This is an optimization exercise on Yosys and OpenROAD, whose aim is small area and a short achievable clock period, not a production implementation. At most, simulation tests tie the RTL to the original design; equivalence was not proved. Power is estimated from default activity; no workload was simulated.

==> v16 <==
## fp16_arith
module fp16_arith(
input clk,
input [15:0] numi1,
input [15:0] numi2,
output [15:0] sum,
output [1:0] iszero,
output [1:0] isinf,
output isnan,
output [15:0] prod
    );
    fp16_adder u_add(
        .numi1(numi1),
        .numi2(numi2),
        .clk(clk),
        .ans(sum),
        .iszero(iszero),
        .isinf(isinf),
        .isnan(isnan)
    );
    fp16_simple_multiplier u_mul(
        .numi1(numi1),
        .numi2(numi2),
        .clk(clk),
        .ans(prod)
    );
endmodule
Settings: LEC_CHECK=0, CAP_MARGIN=20, CORE_MARGIN=2, CORE_UTILIZATION=60, SLEW_MARGIN=20, SYNTH_HIERARCHICAL=1; clock period 17.0 ns.
standard.sh (not shown) runs the stock make flow with config.mk's settings and CLKGATE_MAP_FILE= SYNTH_SCRIPT=/design/flow/synth_recipe.tcl, a recipe that flattens the netlist after the stock synthesis.
==> flow/flow/run.sh <==
#!/bin/bash
# Own layout flow: the standard ORFS flow, with plain buf_1 cells as the
# port buffers (buffer_ports would otherwise pick clkdlybuf4s50_1, a slow
# delay cell). Every input and output port still gets its own buffer.
set -euo pipefail
export BUFFER_PORTS_ARGS="-buffer_cell sky130_fd_sc_hd__buf_1"
if [[ -f flow/env.sh ]]; then source flow/env.sh; fi
bash standard.sh > standard.log 2>&1
==> flow/flow/env.sh <==
export SETUP_SLACK_MARGIN=9
==> inputs of v26, as changes to v16 <==
--- a/flow/design.v
+++ b/flow/design.v
@@ -21,31 +21,27 @@
     wire [4:0]  d21  = e2 - e1;
     wire        ge   = ~d12[5];
     wire [4:0]  d    = ge ? d12[4:0] : d21;
     wire [4:0]  emax = ge ? e1 : e2;
     wire [10:0] m2s  = m2 >> d;
     wire        sz = s1 ^ s2;
-    wire [11:0] t;
-    wire        tco;
-    fp16_add12 u_t(.a({1'b0, m1}), .b({1'b0, m2s} ^ {12{sz}}), .ci(sz), .s(t), .co(tco));
+    wire [11:0] t  = {1'b0, m1} + ({1'b0, m2s} ^ {12{sz}}) + {11'd0, sz};
+    wire        neg = sz & (e1 == e2) & (numi2[9:0] > numi1[9:0]);
+    wire [9:0]  nt  = numi2[9:0] - numi1[9:0];
     reg [4:0] emax_r;
-    reg       c_r, h_r, s1_r, sz_r;
+    reg       c_r, h_r, rs_r;
     reg [9:0] v_r;
     always @(posedge clk) begin
         isinf  <= inf_p ? 2'b01 : inf_n ? 2'b10 : 2'b00;
         isnan  <= special & ~inf_p & ~inf_n;
         emax_r <= emax;
         c_r    <= t[11];
         h_r    <= t[10];
-        s1_r   <= s1;
-        sz_r   <= sz;
-        v_r    <= t[9:0];
+        rs_r   <= neg ? s2 : s1;
+        v_r    <= neg ? {nt[9:1], 1'b0} : t[9:0];
     end
-    wire       neg = c_r & sz_r;
-    wire       rs  = s1_r ^ neg;
-    wire [9:0] nv  = 10'd0 - v_r;
     reg [3:0] lz;
     integer i;
     always @* begin
         lz = 4'd10;
         for (i = 0; i < 10; i = i + 1)
             if (v_r[i]) lz = 4'd9 - i[3:0];
@@ -55,26 +51,26 @@
     wire [9:0] vn = v_r << lz;
     reg [4:0] re;
     reg [9:0] rf;
     always @* begin
         if (c_r) begin
             re = emax_r + 5'd1;
-            rf = neg ? {1'b0, nv[9:1]} : {1'b0, v_r[9:1]};
+            rf = {1'b0, v_r[9:1]};
         end else if (!h_r) begin
             re = uf ? 5'd18 : xe;
             rf = uf ? 10'd0 : {vn[8:0], 1'b0};
         end else begin
             re = 5'd0;
             rf = v_r;
         end
     end
     wire zero = ~c_r & (v_r == 10'd0);
-    wire zsgn = s1_r & h_r;
+    wire zsgn = rs_r & h_r;
     wire spec = isinf[1] | isinf[0] | isnan;
     assign iszero = (spec | ~zero) ? 2'b00 : {1'b1, ~zsgn};
-    assign ans    = (spec | zero) ? 16'd0 : {rs, re, rf};
+    assign ans    = (spec | zero) ? 16'd0 : {rs_r, re, rf};
 endmodule
 `timescale 1ns / 1ps
 module fp16_simple_multiplier(
 input [15:0] numi1,
 input [15:0] numi2,
 input clk,
@@ -362,41 +358,20 @@
     wire fs88, fc88;
     fp16_fa u_fs88 (.a(fc70), .b(fs71), .c(y[8]), .s(fs88), .co(fc88));
     wire fs89, fc89;
     fp16_fa u_fs89 (.a(fc71), .b(x[9]), .c(y[9]), .s(fs89), .co(fc89));
     assign ra = {1'b0, fc89, fc88, fc87, fc86, fc85, fc84, fc83, fc82, fc81, fc80, fc79, fc78, fc77, fc76, fc75, fc74, fc73, hc72, hs72, pp0_1, pp0_0};
     assign rb = {1'b0, 1'b1, fs89, fs88, fs87, fs86, fs85, fs84, fs83, fs82, fs81, fs80, fs79, fs78, fs77, fs76, fs75, fs74, fs73, pp2_0, pp1_0, 1'b0};
-    wire [9:0]  lg  = ra[9:0] & rb[9:0];
-    wire [9:0]  lp  = ra[9:0] ^ rb[9:0];
-    wire        g10 = lg[1] | (lp[1] & lg[0]);
-    wire        g32 = lg[3] | (lp[3] & lg[2]);
-    wire        p32 = lp[3] & lp[2];
-    wire        g54 = lg[5] | (lp[5] & lg[4]);
-    wire        p54 = lp[5] & lp[4];
-    wire        g76 = lg[7] | (lp[7] & lg[6]);
-    wire        p76 = lp[7] & lp[6];
-    wire        g98 = lg[9] | (lp[9] & lg[8]);
-    wire        p98 = lp[9] & lp[8];
-    wire        g30 = g32 | (p32 & g10);
-    wire        g74 = g76 | (p76 & g54);
-    wire        p74 = p76 & p54;
-    wire        g70 = g74 | (p74 & g30);
-    wire        c9  = lg[8] | (lp[8] & g70);
-    wire        c10 = g98 | (p98 & g70);
-    wire [8:0]  zb  = (ra[8:0] ^ rb[8:0]) ^ {ra[7:0] | rb[7:0], 1'b0};
-    wire        gt  = (lp[9] ^ c9) & (zb != 9'd0);
-    wire [11:0] hi;
-    wire        hco;
-    fp16_add12 u_hi(.a(ra[21:10]), .b(rb[21:10]), .ci(c10), .s(hi), .co(hco));
+    wire [21:0] p   = ra + rb;
     wire        sz  = numi1[15] ^ numi2[15];
     reg  [11:0] hi_r;
     reg         inc_r, sz_r;
     reg  [4:0]  eb_r;
     always @(posedge clk) begin
-        hi_r  <= hi;
-        inc_r <= sz ^ gt;
+        hi_r  <= p[21:10];
+        inc_r <= sz ^ (p[9] & (p[8:0] != 9'd0));
         sz_r  <= sz;
         eb_r  <= numi1[14:10] + numi2[14:10] + 5'd17;
     end
     wire [11:0] r   = hi_r + {11'd0, inc_r};
     wire [4:0]  eb1 = eb_r + 5'd1;
     assign ans = r[11] ? {sz_r, eb1, r[10:1]} : {sz_r, eb_r, r[9:0]};
@@ -406,65 +381,12 @@
     assign co = (a & b) | (c & (a ^ b));
 endmodule
 module fp16_ha(input a, input b, output s, output co);
     assign s  = a ^ b;
     assign co = a & b;
 endmodule
-module fp16_add12(
-input  [11:0] a,
-input  [11:0] b,
-input         ci,
-output [11:0] s,
-output        co
-    );
-    wire [11:0] g0 = a & b;
-    wire [11:0] p0 = a ^ b;
-    wire [11:0] g1, p1, g2, p2, g3, p3, g4, p4;
-    genvar i;
-    generate
-        for (i = 0; i < 12; i = i + 1) begin : l1
-            if (i >= 1) begin
-                assign g1[i] = g0[i] | (p0[i] & g0[i-1]);
-                assign p1[i] = p0[i] & p0[i-1];
-            end else begin
-                assign g1[i] = g0[i];
-                assign p1[i] = p0[i];
-            end
-        end
-        for (i = 0; i < 12; i = i + 1) begin : l2
-            if (i >= 2) begin
-                assign g2[i] = g1[i] | (p1[i] & g1[i-2]);
-                assign p2[i] = p1[i] & p1[i-2];
-            end else begin
-                assign g2[i] = g1[i];
-                assign p2[i] = p1[i];
-            end
-        end
-        for (i = 0; i < 12; i = i + 1) begin : l3
-            if (i >= 4) begin
-                assign g3[i] = g2[i] | (p2[i] & g2[i-4]);
-                assign p3[i] = p2[i] & p2[i-4];
-            end else begin
-                assign g3[i] = g2[i];
-                assign p3[i] = p2[i];
-            end
-        end
-        for (i = 0; i < 12; i = i + 1) begin : l4
-            if (i >= 8) begin
-                assign g4[i] = g3[i] | (p3[i] & g3[i-8]);
-                assign p4[i] = p3[i] & p3[i-8];
-            end else begin
-                assign g4[i] = g3[i];
-                assign p4[i] = p3[i];
-            end
-        end
-    endgenerate
-    wire [12:0] c = {g4 | (p4 & {12{ci}}), ci};
-    assign s  = p0 ^ c[11:0];
-    assign co = c[12];
-endmodule
 `timescale 1ns / 1ps
 module fp16_arith(
 input clk,
 input [15:0] numi1,
 input [15:0] numi2,
 output [15:0] sum,
Settings changed: CORE_UTILIZATION 60 to 40, SYNTH_HIERARCHICAL 1 to unset.
removed: flow/flow/env.sh
==> inputs of v2, as changes to v16 <==
--- a/flow/design.v
+++ b/flow/design.v
@@ -21,31 +21,27 @@
     wire [4:0]  d21  = e2 - e1;
     wire        ge   = ~d12[5];
     wire [4:0]  d    = ge ? d12[4:0] : d21;
     wire [4:0]  emax = ge ? e1 : e2;
     wire [10:0] m2s  = m2 >> d;
     wire        sz = s1 ^ s2;
-    wire [11:0] t;
-    wire        tco;
-    fp16_add12 u_t(.a({1'b0, m1}), .b({1'b0, m2s} ^ {12{sz}}), .ci(sz), .s(t), .co(tco));
+    wire [11:0] t  = {1'b0, m1} + ({1'b0, m2s} ^ {12{sz}}) + {11'd0, sz};
+    wire        neg = sz & (e1 == e2) & (numi2[9:0] > numi1[9:0]);
+    wire [9:0]  nt  = numi2[9:0] - numi1[9:0];
     reg [4:0] emax_r;
-    reg       c_r, h_r, s1_r, sz_r;
+    reg       c_r, h_r, rs_r;
     reg [9:0] v_r;
     always @(posedge clk) begin
         isinf  <= inf_p ? 2'b01 : inf_n ? 2'b10 : 2'b00;
         isnan  <= special & ~inf_p & ~inf_n;
         emax_r <= emax;
         c_r    <= t[11];
         h_r    <= t[10];
-        s1_r   <= s1;
-        sz_r   <= sz;
-        v_r    <= t[9:0];
+        rs_r   <= neg ? s2 : s1;
+        v_r    <= neg ? {nt[9:1], 1'b0} : t[9:0];
     end
-    wire       neg = c_r & sz_r;
-    wire       rs  = s1_r ^ neg;
-    wire [9:0] nv  = 10'd0 - v_r;
     reg [3:0] lz;
     integer i;
     always @* begin
         lz = 4'd10;
         for (i = 0; i < 10; i = i + 1)
             if (v_r[i]) lz = 4'd9 - i[3:0];
@@ -55,26 +51,26 @@
     wire [9:0] vn = v_r << lz;
     reg [4:0] re;
     reg [9:0] rf;
     always @* begin
         if (c_r) begin
             re = emax_r + 5'd1;
-            rf = neg ? {1'b0, nv[9:1]} : {1'b0, v_r[9:1]};
+            rf = {1'b0, v_r[9:1]};
         end else if (!h_r) begin
             re = uf ? 5'd18 : xe;
             rf = uf ? 10'd0 : {vn[8:0], 1'b0};
         end else begin
             re = 5'd0;
             rf = v_r;
         end
     end
     wire zero = ~c_r & (v_r == 10'd0);
-    wire zsgn = s1_r & h_r;
+    wire zsgn = rs_r & h_r;
     wire spec = isinf[1] | isinf[0] | isnan;
     assign iszero = (spec | ~zero) ? 2'b00 : {1'b1, ~zsgn};
-    assign ans    = (spec | zero) ? 16'd0 : {rs, re, rf};
+    assign ans    = (spec | zero) ? 16'd0 : {rs_r, re, rf};
 endmodule
 `timescale 1ns / 1ps
 module fp16_simple_multiplier(
 input [15:0] numi1,
 input [15:0] numi2,
 input clk,
@@ -362,41 +358,20 @@
     wire fs88, fc88;
     fp16_fa u_fs88 (.a(fc70), .b(fs71), .c(y[8]), .s(fs88), .co(fc88));
     wire fs89, fc89;
     fp16_fa u_fs89 (.a(fc71), .b(x[9]), .c(y[9]), .s(fs89), .co(fc89));
     assign ra = {1'b0, fc89, fc88, fc87, fc86, fc85, fc84, fc83, fc82, fc81, fc80, fc79, fc78, fc77, fc76, fc75, fc74, fc73, hc72, hs72, pp0_1, pp0_0};
     assign rb = {1'b0, 1'b1, fs89, fs88, fs87, fs86, fs85, fs84, fs83, fs82, fs81, fs80, fs79, fs78, fs77, fs76, fs75, fs74, fs73, pp2_0, pp1_0, 1'b0};
-    wire [9:0]  lg  = ra[9:0] & rb[9:0];
-    wire [9:0]  lp  = ra[9:0] ^ rb[9:0];
-    wire        g10 = lg[1] | (lp[1] & lg[0]);
-    wire        g32 = lg[3] | (lp[3] & lg[2]);
-    wire        p32 = lp[3] & lp[2];
-    wire        g54 = lg[5] | (lp[5] & lg[4]);
-    wire        p54 = lp[5] & lp[4];
-    wire        g76 = lg[7] | (lp[7] & lg[6]);
-    wire        p76 = lp[7] & lp[6];
-    wire        g98 = lg[9] | (lp[9] & lg[8]);
-    wire        p98 = lp[9] & lp[8];
-    wire        g30 = g32 | (p32 & g10);
-    wire        g74 = g76 | (p76 & g54);
-    wire        p74 = p76 & p54;
-    wire        g70 = g74 | (p74 & g30);
-    wire        c9  = lg[8] | (lp[8] & g70);
-    wire        c10 = g98 | (p98 & g70);
-    wire [8:0]  zb  = (ra[8:0] ^ rb[8:0]) ^ {ra[7:0] | rb[7:0], 1'b0};
-    wire        gt  = (lp[9] ^ c9) & (zb != 9'd0);
-    wire [11:0] hi;
-    wire        hco;
-    fp16_add12 u_hi(.a(ra[21:10]), .b(rb[21:10]), .ci(c10), .s(hi), .co(hco));
+    wire [21:0] p   = ra + rb;
     wire        sz  = numi1[15] ^ numi2[15];
     reg  [11:0] hi_r;
     reg         inc_r, sz_r;
     reg  [4:0]  eb_r;
     always @(posedge clk) begin
-        hi_r  <= hi;
-        inc_r <= sz ^ gt;
+        hi_r  <= p[21:10];
+        inc_r <= sz ^ (p[9] & (p[8:0] != 9'd0));
         sz_r  <= sz;
         eb_r  <= numi1[14:10] + numi2[14:10] + 5'd17;
     end
     wire [11:0] r   = hi_r + {11'd0, inc_r};
     wire [4:0]  eb1 = eb_r + 5'd1;
     assign ans = r[11] ? {sz_r, eb1, r[10:1]} : {sz_r, eb_r, r[9:0]};
@@ -406,65 +381,12 @@
     assign co = (a & b) | (c & (a ^ b));
 endmodule
 module fp16_ha(input a, input b, output s, output co);
     assign s  = a ^ b;
     assign co = a & b;
 endmodule
-module fp16_add12(
-input  [11:0] a,
-input  [11:0] b,
-input         ci,
-output [11:0] s,
-output        co
-    );
-    wire [11:0] g0 = a & b;
-    wire [11:0] p0 = a ^ b;
-    wire [11:0] g1, p1, g2, p2, g3, p3, g4, p4;
-    genvar i;
-    generate
-        for (i = 0; i < 12; i = i + 1) begin : l1
-            if (i >= 1) begin
-                assign g1[i] = g0[i] | (p0[i] & g0[i-1]);
-                assign p1[i] = p0[i] & p0[i-1];
-            end else begin
-                assign g1[i] = g0[i];
-                assign p1[i] = p0[i];
-            end
-        end
-        for (i = 0; i < 12; i = i + 1) begin : l2
-            if (i >= 2) begin
-                assign g2[i] = g1[i] | (p1[i] & g1[i-2]);
-                assign p2[i] = p1[i] & p1[i-2];
-            end else begin
-                assign g2[i] = g1[i];
-                assign p2[i] = p1[i];
-            end
-        end
-        for (i = 0; i < 12; i = i + 1) begin : l3
-            if (i >= 4) begin
-                assign g3[i] = g2[i] | (p2[i] & g2[i-4]);
-                assign p3[i] = p2[i] & p2[i-4];
-            end else begin
-                assign g3[i] = g2[i];
-                assign p3[i] = p2[i];
-            end
-        end
-        for (i = 0; i < 12; i = i + 1) begin : l4
-            if (i >= 8) begin
-                assign g4[i] = g3[i] | (p3[i] & g3[i-8]);
-                assign p4[i] = p3[i] & p3[i-8];
-            end else begin
-                assign g4[i] = g3[i];
-                assign p4[i] = p3[i];
-            end
-        end
-    endgenerate
-    wire [12:0] c = {g4 | (p4 & {12{ci}}), ci};
-    assign s  = p0 ^ c[11:0];
-    assign co = c[12];
-endmodule
 `timescale 1ns / 1ps
 module fp16_arith(
 input clk,
 input [15:0] numi1,
 input [15:0] numi2,
 output [15:0] sum,
==> flow/flow/env.sh (replaced) <==
# extra flow variables: repair setup timing towards a tighter target
export SETUP_SLACK_MARGIN=9
Settings changed: SYNTH_HIERARCHICAL 1 to unset.
==> results.txt <==
Worst hold slack: v16 < v2 < v26.
Final cell count, highest first: v26, v2, v16.
Maximum frequency, lowest first: v26, v16, v2.
Global-route usage: v26 < v2 < v16.
v16 went through all stages and came out clean. v2 went through all stages and came out clean. v26 went through all stages and came out clean.
Sequential power is about the same in v2 and v26.
Routed wire length, highest first: v26, v2, v16.
Against v2, the synthesized area of v16 is smaller by about 7%.
Against v26, the die area of v16 is lower by about 37%.
Between v16 and v26, the lower synthesized cell count is in v16 (gap about 20%, measured against v26).
Function not checked in v16: the RTL went through the layout flow alone.

## static timing again, ports no longer ideal
How much do the figures lean on ideal ports? The routed layouts below were timed once more, with nothing changed but the port constraints.
Step 1, drivers: a clkbuf_16 drives clk and a buf_2 each remaining input, both assumed.
Step 2 adds t to the input delays and takes it off the output delays; t is the mean of the earliest and latest rising clock arrival at the registers after step 1. Input paths then give back, and output paths get back, about the clock's delay inside the block.
Three values: ideal, step 1, step 2; two values: the first two.
| run | shift t [ns] | slack for setup (ns) | worst hold slack (ns) | worst setup path after step 2 | worst data-port slew with drivers (ns) |
|---|---|---|---|---|---|
| v16 | 0.322 | 9.190 / 9.210 / 8.888 | 3.318 / 3.300 / 3.622 | input to register | 0.03 |
| v26 | 0.315 | 8.775 / 8.782 / 8.468 | 3.432 / 3.422 / 3.737 | input to register | 0.05 |
| v2 | 0.316 | 9.210 / 9.217 / 8.901 | 3.385 / 3.370 / 3.686 | input to register | 0.06 |
After both steps setup and hold are still met in every run listed. For v2, which loses most, drivers alone change the setup slack by +0.007 ns; drivers and shift together by -0.309 ns.
